Background: an optimization exercise with open tools, aiming at small area. Do not read the settings as production practice. Where RTL was checked, it was by simulation tests only, not by an equivalence proof against the original. No activity file was given, so power comes from the tool's default toggle rates.

==> run a: inputs <==
==> flow/design.v (excerpt) <==
module tri_mode_mac (
  input  logic        clk,
  input  logic        reset,
  output logic [7:0]  rx_tdata,
  output logic        rx_tvalid,
  output logic        rx_tuser,
  output logic        rx_tlast,
  input  logic [7:0]  tx_tdata,
  input  logic        tx_tvalid,
  output logic        tx_tready,
  input  logic        tx_tuser,
  input  logic        tx_tlast,
  input  logic [1:0]  speed_mode,
  input  logic        mac_address_filter,
  input  logic [47:0] mac_address,
  input  logic        rx_clk_enable,
  output logic        tx_clk_enable,
  output logic [7:0]  gmii_txd,
  output logic        gmii_txen,
  output logic        gmii_txer,
  input  logic [7:0]  gmii_rxd,
  input  logic        gmii_rxdv,
  input  logic        gmii_rxer,
  output logic        mdc_o,
  input  logic        mdio_i,
  output logic        mdio_o,
  output logic        mdio_oe,
  input  logic        mdio_access_request,
  input  logic [1:0]  mdio_access_type,
  input  logic [4:0]  mdio_dev_type,
  input  logic [4:0]  mdio_phy_address,
  input  logic [15:0] mdio_write_data,
  output logic [15:0] mdio_read_data,
  output logic        mdio_access_complete,
  output logic        mdio_busy
  );
  logic [3:0] cnt_u;
  logic [2:0] cnt_t;
  logic       cnt_h;
  logic       u_last, t_last;
  assign u_last = cnt_u[3] & cnt_u[0];           
  assign t_last = cnt_t[2];                      
  always_ff @(posedge clk) begin
    if (reset) begin
      cnt_u <= 4'd0;
      cnt_t <= 3'd0;
      cnt_h <= 1'b0;
    end else begin
      cnt_u <= u_last ? 4'd0 : cnt_u + 4'd1;
      if (u_last) begin
        cnt_t <= t_last ? 3'd0 : cnt_t + 3'd1;
        if (t_last) cnt_h <= ~cnt_h;
      end
    end
  end
  ethernet_mac_top ethernet_mac_top_inst (
    .clk                (clk),
    .reset              (reset),
    .rx_tdata           (rx_tdata),
    .rx_tvalid          (rx_tvalid),
  ...
==> module ethernet_mac_encap, before the edit <==
module ethernet_mac_encap (
  input  logic        clk,
  input  logic        reset,
  input  logic [7:0]  tdata,
  input  logic        tvalid,
  output logic        tready,
  input  logic        tuser,
  input  logic        tlast,
  input  logic [1:0]  speed_mode,  
  input  logic        div_u_last,  
  input  logic        div_last,    
  output logic        clk_enable,  
  output logic [7:0]  gmii_txd,    
  output logic        gmii_txen,   
  output logic        gmii_txer    
  );
  localparam logic [2:0] IDLE     = 3'd0,
                         PREAMBLE = 3'd1,
                         SFD      = 3'd2,
                         DATA     = 3'd3,
                         PAD      = 3'd4,
                         FCS      = 3'd5,
                         IFG      = 3'd6;
  logic [2:0]  state;
  logic [10:0] count;
  logic [31:0] crc;
  logic [31:0] crc_fb;
  logic [7:0]  fb;
  logic        accept;
  always_ff @(posedge clk) begin
    if (reset) begin
      clk_enable <= 1'b0;
    end else begin
      clk_enable <= speed_mode[1] | (div_u_last & (speed_mode[0] | div_last));
    end
  end
  assign tready = state == DATA && clk_enable;
  assign accept = state == DATA && tvalid;
  always_ff @(posedge clk) begin
    if (reset) begin
      gmii_txd  <= 8'h00;
      gmii_txen <= 1'b0;
      gmii_txer <= 1'b0;
    end else if (clk_enable) begin
      case (state)
        IDLE     : gmii_txd <= tvalid ? 8'h55 : 8'h00;
        PREAMBLE : gmii_txd <= 8'h55;
        SFD      : gmii_txd <= 8'hD5;
        DATA     : gmii_txd <= tvalid ? tdata : 8'h00;
        FCS      : gmii_txd <= ~{crc[24], crc[25], crc[26], crc[27],
                                 crc[28], crc[29], crc[30], crc[31]};
        default  : gmii_txd <= 8'h00;
      endcase
      gmii_txen <= state == IDLE ? tvalid : state != IFG;
      gmii_txer <= accept & tuser;
    end
  end
  always_ff @(posedge clk) begin
    if (reset) begin
      state <= IDLE;
      count <= 11'd0;
    end else if (clk_enable) begin
      case (state)
        IDLE : begin
          if (tvalid) state <= PREAMBLE;
        end
        PREAMBLE : begin
          if (count[2] & count[0]) begin           
            count <= 11'd0;
            state <= SFD;
          end else begin
            count <= count + 11'd1;
          end
        end
        SFD : begin
          state <= DATA;
        end
        DATA : begin
          if ((count & 11'd1513) == 11'd1513) begin    
            count <= 11'd0;
            state <= FCS;
          end else if (tvalid && tlast && count >= 11'd59) begin
            count <= 11'd0;
            state <= FCS;
          end else begin
            count <= count + 11'd1;
            if (tvalid && tlast) state <= PAD;
          end
        end
        PAD : begin
          if ((count & 11'd59) == 11'd59) begin        
            count <= 11'd0;
            state <= FCS;
          end else begin
            count <= count + 11'd1;
          end
        end
        FCS : begin
          if (count[1] & count[0]) begin           
            count <= 11'd0;
            state <= IFG;
          end else begin
            count <= count + 11'd1;
          end
        end
        IFG : begin
          if (count[3] & count[1] & count[0]) begin   
            count <= 11'd0;
            state <= IDLE;
          end else begin
            count <= count + 11'd1;
          end
        end
        default : begin
          state <= IDLE;
          count <= 11'd0;
        end
      endcase
    end
  end
  always_comb begin
    fb = crc[31:24] ^ (accept ? {tdata[0], tdata[1], tdata[2], tdata[3],
                                 tdata[4], tdata[5], tdata[6], tdata[7]} : 8'h00);
    if (state == FCS) fb = 8'h00;
  end
  ethernet_crc32 ethernet_crc32_inst (
    .fb       (fb),
    .feedback (crc_fb)
  );
  always_ff @(posedge clk) begin
    if (state == IDLE) begin
      crc <= 32'hFFFFFFFF;
    end else if (clk_enable && (state == DATA || state == PAD || state == FCS)) begin
      crc <= {crc[23:0], 8'h00} ^ crc_fb;
    end
  end
endmodule
==> flow/config.mk <==
export PLATFORM = sky130hd
export DESIGN_NAME = tri_mode_mac
export DESIGN_NICKNAME = tri_mode_mac
export VERILOG_FILES = /design/flow/design.v
export SDC_FILE = /design/flow/constraint.sdc
export NUM_CORES = 4
export LEC_CHECK = 0
export CAP_MARGIN = 20
export CORE_MARGIN = 2
export CORE_UTILIZATION = 50
export SLEW_MARGIN = 20
==> flow/constraint.sdc <==
create_clock -name core_clock -period 8.0 [get_ports {clk}]
set_input_delay 1.6000 -clock core_clock [delete_from_list [all_inputs] [get_ports {clk}]]
set_output_delay 1.6000 -clock core_clock [all_outputs]
set_load 0.01 [all_outputs]
standard.sh (not shown) runs the stock make flow with config.mk's settings and CLKGATE_MAP_FILE= SYNTH_SCRIPT=/design/flow/synth_recipe.tcl, a recipe that flattens the netlist after the stock synthesis.
==> flow/flow/run.sh <==
#!/bin/bash
# ORFS layout with three changes from the standard one:
#  - synthesis is the standard synthesis script, except that ABC maps the
#    logic with an area-oriented script (flow/area.abc); the flip-flops are
#    mapped before ABC runs, so they are the standard synthesis's;
#  - port buffers use the smallest buffer cell;
#  - the clock tree uses small clock buffers and no dummy loads.
set -euo pipefail
WORK=$PWD
FLOW=$WORK/flow

# synthesis script: ORFS's synth.tcl with ABC's script replaced
sed '/^source .*synth_preamble.tcl/a set abc_args [lreplace $abc_args 1 1 '"$FLOW"'/area.abc]' \
  "$FLOW_HOME/scripts/synth.tcl" > "$WORK/area_synth.tcl"
grep -q 'area.abc' "$WORK/area_synth.tcl"
sed "s#\$::env(SCRIPTS_DIR)/synth.tcl#$WORK/area_synth.tcl#" "$WORK/synth_recipe.tcl" > "$WORK/area_synth_recipe.tcl"
grep -q 'area_synth.tcl' "$WORK/area_synth_recipe.tcl"

export BUFFER_PORTS_ARGS="-buffer_cell sky130_fd_sc_hd__buf_1"
export CTS_ARGS="-sink_clustering_enable -repair_clock_nets -dont_use_dummy_load -buf_list {sky130_fd_sc_hd__clkbuf_4 sky130_fd_sc_hd__clkbuf_8}"

make -C "$FLOW_HOME" DESIGN_CONFIG="$WORK/config.mk" WORK_HOME="$WORK/orfs" CLKGATE_MAP_FILE= \
  SYNTH_SCRIPT="$WORK/area_synth_recipe.tcl" synth > synth.log 2>&1
bash standard.sh > flow.log 2>&1
==> flow/flow/area.abc <==
&get -n
&st
&deepsyn -T 60
&nf -R 1000 -p
&put
topo
dnsize -c
==> inputs of run b, as changes to run a <==
--- a/flow/design.v
+++ b/flow/design.v
@@ -30,8 +30,8 @@
                          PREAMBLE = 3'd1,
                          SFD      = 3'd2,
-                         DATA     = 3'd3,
-                         PAD      = 3'd4,
-                         FCS      = 3'd5,
-                         IFG      = 3'd6;
+                         DATA     = 3'd4,
+                         PAD      = 3'd5,
+                         FCS      = 3'd6,
+                         IFG      = 3'd7;
   logic [2:0]  state;
   logic [10:0] count;
@@ -48,9 +48,9 @@
   end
   assign tready = state == DATA && clk_enable;
+  assign gmii_txen = state != IDLE && (state != IFG || count[3:0] == 4'd0);
   assign accept = state == DATA && tvalid;
   always_ff @(posedge clk) begin
     if (reset) begin
       gmii_txd  <= 8'h00;
-      gmii_txen <= 1'b0;
       gmii_txer <= 1'b0;
     end else if (clk_enable) begin
@@ -64,5 +64,4 @@
         default  : gmii_txd <= 8'h00;
       endcase
-      gmii_txen <= state == IDLE ? tvalid : state != IFG;
       gmii_txer <= accept & tuser;
     end
@@ -141,7 +140,7 @@
   );
   always_ff @(posedge clk) begin
-    if (state == IDLE) begin
+    if (!state[2]) begin
       crc <= 32'hFFFFFFFF;
-    end else if (clk_enable && (state == DATA || state == PAD || state == FCS)) begin
+    end else if (clk_enable) begin
       crc <= {crc[23:0], 8'h00} ^ crc_fb;
     end
==> flow/flow/run.sh (replaced) <==
#!/bin/bash
# ORFS layout with three changes from the standard one:
#  - synthesis is the standard synthesis script, except that ABC maps the
#    logic with an area-oriented script (flow/area.abc, &deepsyn), and the
#    adders (counters) are left to ABC instead of half-adder cells. It is run
#    with twelve random seeds, four at a time, and the smallest result is kept. The flip-flops
#    are mapped before ABC runs, so they are the standard synthesis's;
#  - port buffers use the smallest buffer cell;
#  - the clock tree uses small clock buffers and no dummy loads.
set -euo pipefail
WORK=$PWD
FLOW=$WORK/flow
SEEDS="1 2 3 4 5 6 7 8 9 10 11 12"

# synthesis script: ORFS's synth.tcl with ABC's script replaced
for s in $SEEDS; do
  sed "s/@SEED@/$s/" "$FLOW/area.abc" > "$WORK/area_$s.abc"
  sed '/^source .*synth_preamble.tcl/a set abc_args [lreplace $abc_args 1 1 '"$WORK/area_$s.abc"']' \
    "$FLOW_HOME/scripts/synth.tcl" > "$WORK/area_synth_$s.tcl"
  grep -q "area_$s.abc" "$WORK/area_synth_$s.tcl"
  { echo 'set ::env(ADDER_MAP_FILE) ""'
    sed "s#\$::env(SCRIPTS_DIR)/synth.tcl#$WORK/area_synth_$s.tcl#" "$WORK/synth_recipe.tcl"; } > "$WORK/area_synth_recipe_$s.tcl"
  grep -q "area_synth_$s.tcl" "$WORK/area_synth_recipe_$s.tcl"
done

n=0
for s in $SEEDS; do
  make -C "$FLOW_HOME" DESIGN_CONFIG="$WORK/config.mk" WORK_HOME="$WORK/orfs_seed$s" CLKGATE_MAP_FILE= \
    SYNTH_SCRIPT="$WORK/area_synth_recipe_$s.tcl" synth > "synth_seed$s.log" 2>&1 &
  n=$((n + 1))
  if (( n % 4 == 0 )); then wait; fi
done
wait

best=""; best_area=""
for s in $SEEDS; do
  stat="$WORK/orfs_seed$s/reports/$FLOW_PLATFORM/tri_mode_mac/base/synth_stat.txt"
  [[ -f "$WORK/orfs_seed$s/results/$FLOW_PLATFORM/tri_mode_mac/base/1_synth.odb" && -f "$stat" ]] || continue
  area=$(sed -nE "s/.*Chip area for module .*: ([0-9.]+).*/\1/p" "$stat" | head -1)
  echo "seed $s: synthesized area $area" | tee -a synth_choice.log
  if [[ -z "$best" ]] || awk -v a="$area" -v b="$best_area" 'BEGIN { exit !(a < b) }'; then
    best=$s; best_area=$area
  fi
done
[[ -n "$best" ]]
echo "kept seed $best" | tee -a synth_choice.log
mv "$WORK/orfs_seed$best" "$WORK/orfs"

export BUFFER_PORTS_ARGS="-buffer_cell sky130_fd_sc_hd__buf_1"
export CTS_ARGS="-sink_clustering_enable -repair_clock_nets -dont_use_dummy_load -buf_list {sky130_fd_sc_hd__clkbuf_4 sky130_fd_sc_hd__clkbuf_8}"
bash standard.sh > flow.log 2>&1
==> flow/flow/area.abc (replaced) <==
&get -n
&st
&deepsyn -T 30 -S @SEED@
&nf -R 1000 -p
&put
topo
dnsize -c
--- a/flow/config.mk
+++ b/flow/config.mk
@@ -8,4 +8,4 @@
 export CAP_MARGIN = 20
 export CORE_MARGIN = 2
-export CORE_UTILIZATION = 50
+export CORE_UTILIZATION = 65
 export SLEW_MARGIN = 20
==> inputs of run c, as changes to run a <==
--- a/flow/design.v
+++ b/flow/design.v
@@ -30,8 +30,8 @@
                          PREAMBLE = 3'd1,
                          SFD      = 3'd2,
-                         DATA     = 3'd3,
-                         PAD      = 3'd4,
-                         FCS      = 3'd5,
-                         IFG      = 3'd6;
+                         DATA     = 3'd4,
+                         PAD      = 3'd5,
+                         FCS      = 3'd6,
+                         IFG      = 3'd7;
   logic [2:0]  state;
   logic [10:0] count;
@@ -141,7 +141,7 @@
   );
   always_ff @(posedge clk) begin
-    if (state == IDLE) begin
+    if (!state[2]) begin
       crc <= 32'hFFFFFFFF;
-    end else if (clk_enable && (state == DATA || state == PAD || state == FCS)) begin
+    end else if (clk_enable) begin
       crc <= {crc[23:0], 8'h00} ^ crc_fb;
     end
==> flow/flow/run.sh (replaced) <==
#!/bin/bash
# ORFS layout with three changes from the standard one:
#  - synthesis is the standard synthesis script, except that ABC maps the
#    logic with an area-oriented script (flow/area.abc, &deepsyn). It is run
#    with four random seeds and the smallest result is kept. The flip-flops
#    are mapped before ABC runs, so they are the standard synthesis's;
#  - port buffers use the smallest buffer cell;
#  - the clock tree uses small clock buffers and no dummy loads.
set -euo pipefail
WORK=$PWD
FLOW=$WORK/flow
SEEDS="1 2 3 4"

# synthesis script: ORFS's synth.tcl with ABC's script replaced
for s in $SEEDS; do
  sed "s/@SEED@/$s/" "$FLOW/area.abc" > "$WORK/area_$s.abc"
  sed '/^source .*synth_preamble.tcl/a set abc_args [lreplace $abc_args 1 1 '"$WORK/area_$s.abc"']' \
    "$FLOW_HOME/scripts/synth.tcl" > "$WORK/area_synth_$s.tcl"
  grep -q "area_$s.abc" "$WORK/area_synth_$s.tcl"
  sed "s#\$::env(SCRIPTS_DIR)/synth.tcl#$WORK/area_synth_$s.tcl#" "$WORK/synth_recipe.tcl" > "$WORK/area_synth_recipe_$s.tcl"
  grep -q "area_synth_$s.tcl" "$WORK/area_synth_recipe_$s.tcl"
done

for s in $SEEDS; do
  make -C "$FLOW_HOME" DESIGN_CONFIG="$WORK/config.mk" WORK_HOME="$WORK/orfs_seed$s" CLKGATE_MAP_FILE= \
    SYNTH_SCRIPT="$WORK/area_synth_recipe_$s.tcl" synth > "synth_seed$s.log" 2>&1 &
done
wait

best=""; best_area=""
for s in $SEEDS; do
  stat="$WORK/orfs_seed$s/reports/$FLOW_PLATFORM/tri_mode_mac/base/synth_stat.txt"
  [[ -f "$WORK/orfs_seed$s/results/$FLOW_PLATFORM/tri_mode_mac/base/1_synth.odb" && -f "$stat" ]] || continue
  area=$(sed -nE "s/.*Chip area for module .*: ([0-9.]+).*/\1/p" "$stat" | head -1)
  echo "seed $s: synthesized area $area" | tee -a synth_choice.log
  if [[ -z "$best" ]] || awk -v a="$area" -v b="$best_area" 'BEGIN { exit !(a < b) }'; then
    best=$s; best_area=$area
  fi
done
[[ -n "$best" ]]
echo "kept seed $best" | tee -a synth_choice.log
mv "$WORK/orfs_seed$best" "$WORK/orfs"

export BUFFER_PORTS_ARGS="-buffer_cell sky130_fd_sc_hd__buf_1"
export CTS_ARGS="-sink_clustering_enable -repair_clock_nets -dont_use_dummy_load -buf_list {sky130_fd_sc_hd__clkbuf_4 sky130_fd_sc_hd__clkbuf_8}"
bash standard.sh > flow.log 2>&1
==> flow/flow/area.abc (replaced) <==
&get -n
&st
&deepsyn -T 30 -S @SEED@
&nf -R 1000 -p
&put
topo
dnsize -c
==> qor summary <==
| item | run b | run a | run c |
|---|---|---|---|
| FF+latch area | 3930 um2 | 3950 um2 | 3950 um2 |
| Length of routed wiring on met1 | 8290 um | 9850 um | 9720 um |
| Area share of the largest cell type after synthesis | 30.1% | 29.0% | 29.1% |
| Net switching power | 0.000401 W | 0.000453 W | 0.000392 W |
| Internal Power | 0.00119 W | 0.00122 W | 0.00118 W |
| GR Util met2 | 47.4% | 36.3% | 35.5% |
| Routed wire length | 18800 um | 20200 um | 19900 um |
| Iter 0 DRT Violations | 574 | 511 | 503 |
| Fraction of the yosys area taken by sequential cells | 49.3% | 47.4% | 47.5% |
| Ratio of final minimum period to clock period | 51.4% | 52.9% | 54.1% |
| Initial core utilization | 66.4% | 50.7% | 50.7% |
| GPL Wtd Cong | 0.922 | 0.895 | 0.835 |
| Placed cell areas | 8630 um2 | 9130 um2 | 9110 um2 |
| Result of the run | complete, no violations | complete, no violations | complete, no violations |
| Post-synthesis cell area | 7970 um2 | 8350 um2 | 8320 um2 |
| Worst hold slack across all endpoints | 407 ps | 404 ps | 410 ps |
| Total number of nets in the final design | 1087 | 1142 | 1136 |
| Final core occ | 73.8% | 56.9% | 56.9% |
| Reg power frac | 59.9% | 57.7% | 60.0% |
| Logic power comb | 0.000188 W | 0.000252 W | 0.000177 W |
| Gate count of the mapped netlist | 827 | 865 | 858 |
| Min Clock Period, post-route | 4110 ps | 4230 ps | 4330 ps |
| Largest class | flip-flops and latches | multi-input gates | multi-input gates |
| Via count of the first global-routing pass | 6357 | 6389 | 6242 |
Function not checked in run c: the RTL went through the layout flow alone.

==> re-timing with driven ports <==
In the flow no input, the clock included, has a driving cell. The finished layouts below were timed again as built, in two steps. Step 1, drivers: a clkbuf_16 drives clk and a buf_2 each remaining input, both assumed. Step 2 also shifts input and output timing later by t, the mid clock arrival at the registers, as if the neighbouring blocks saw the same clock. Slacks: no drivers / after step 1 / after step 2; pairs: no drivers / after step 1.
run	t, ns	setup slack, ns	hold slack, ns	worst register clock-pin slew, ns
run a	0.484	3.767 / 3.777 / 3.293	0.404 / 0.404 / 0.404	0.11 / 0.11
run b	0.486	3.888 / 3.893 / 3.407	0.407 / 0.407 / 0.407	0.09 / 0.09
run c	0.476	3.673 / 3.686 / 3.210	0.410 / 0.410 / 0.410	0.09 / 0.09
After both steps setup and hold are still met in every run listed. For run b, which loses most, drivers alone change the setup slack by +0.005 ns; drivers and shift together by -0.481 ns.
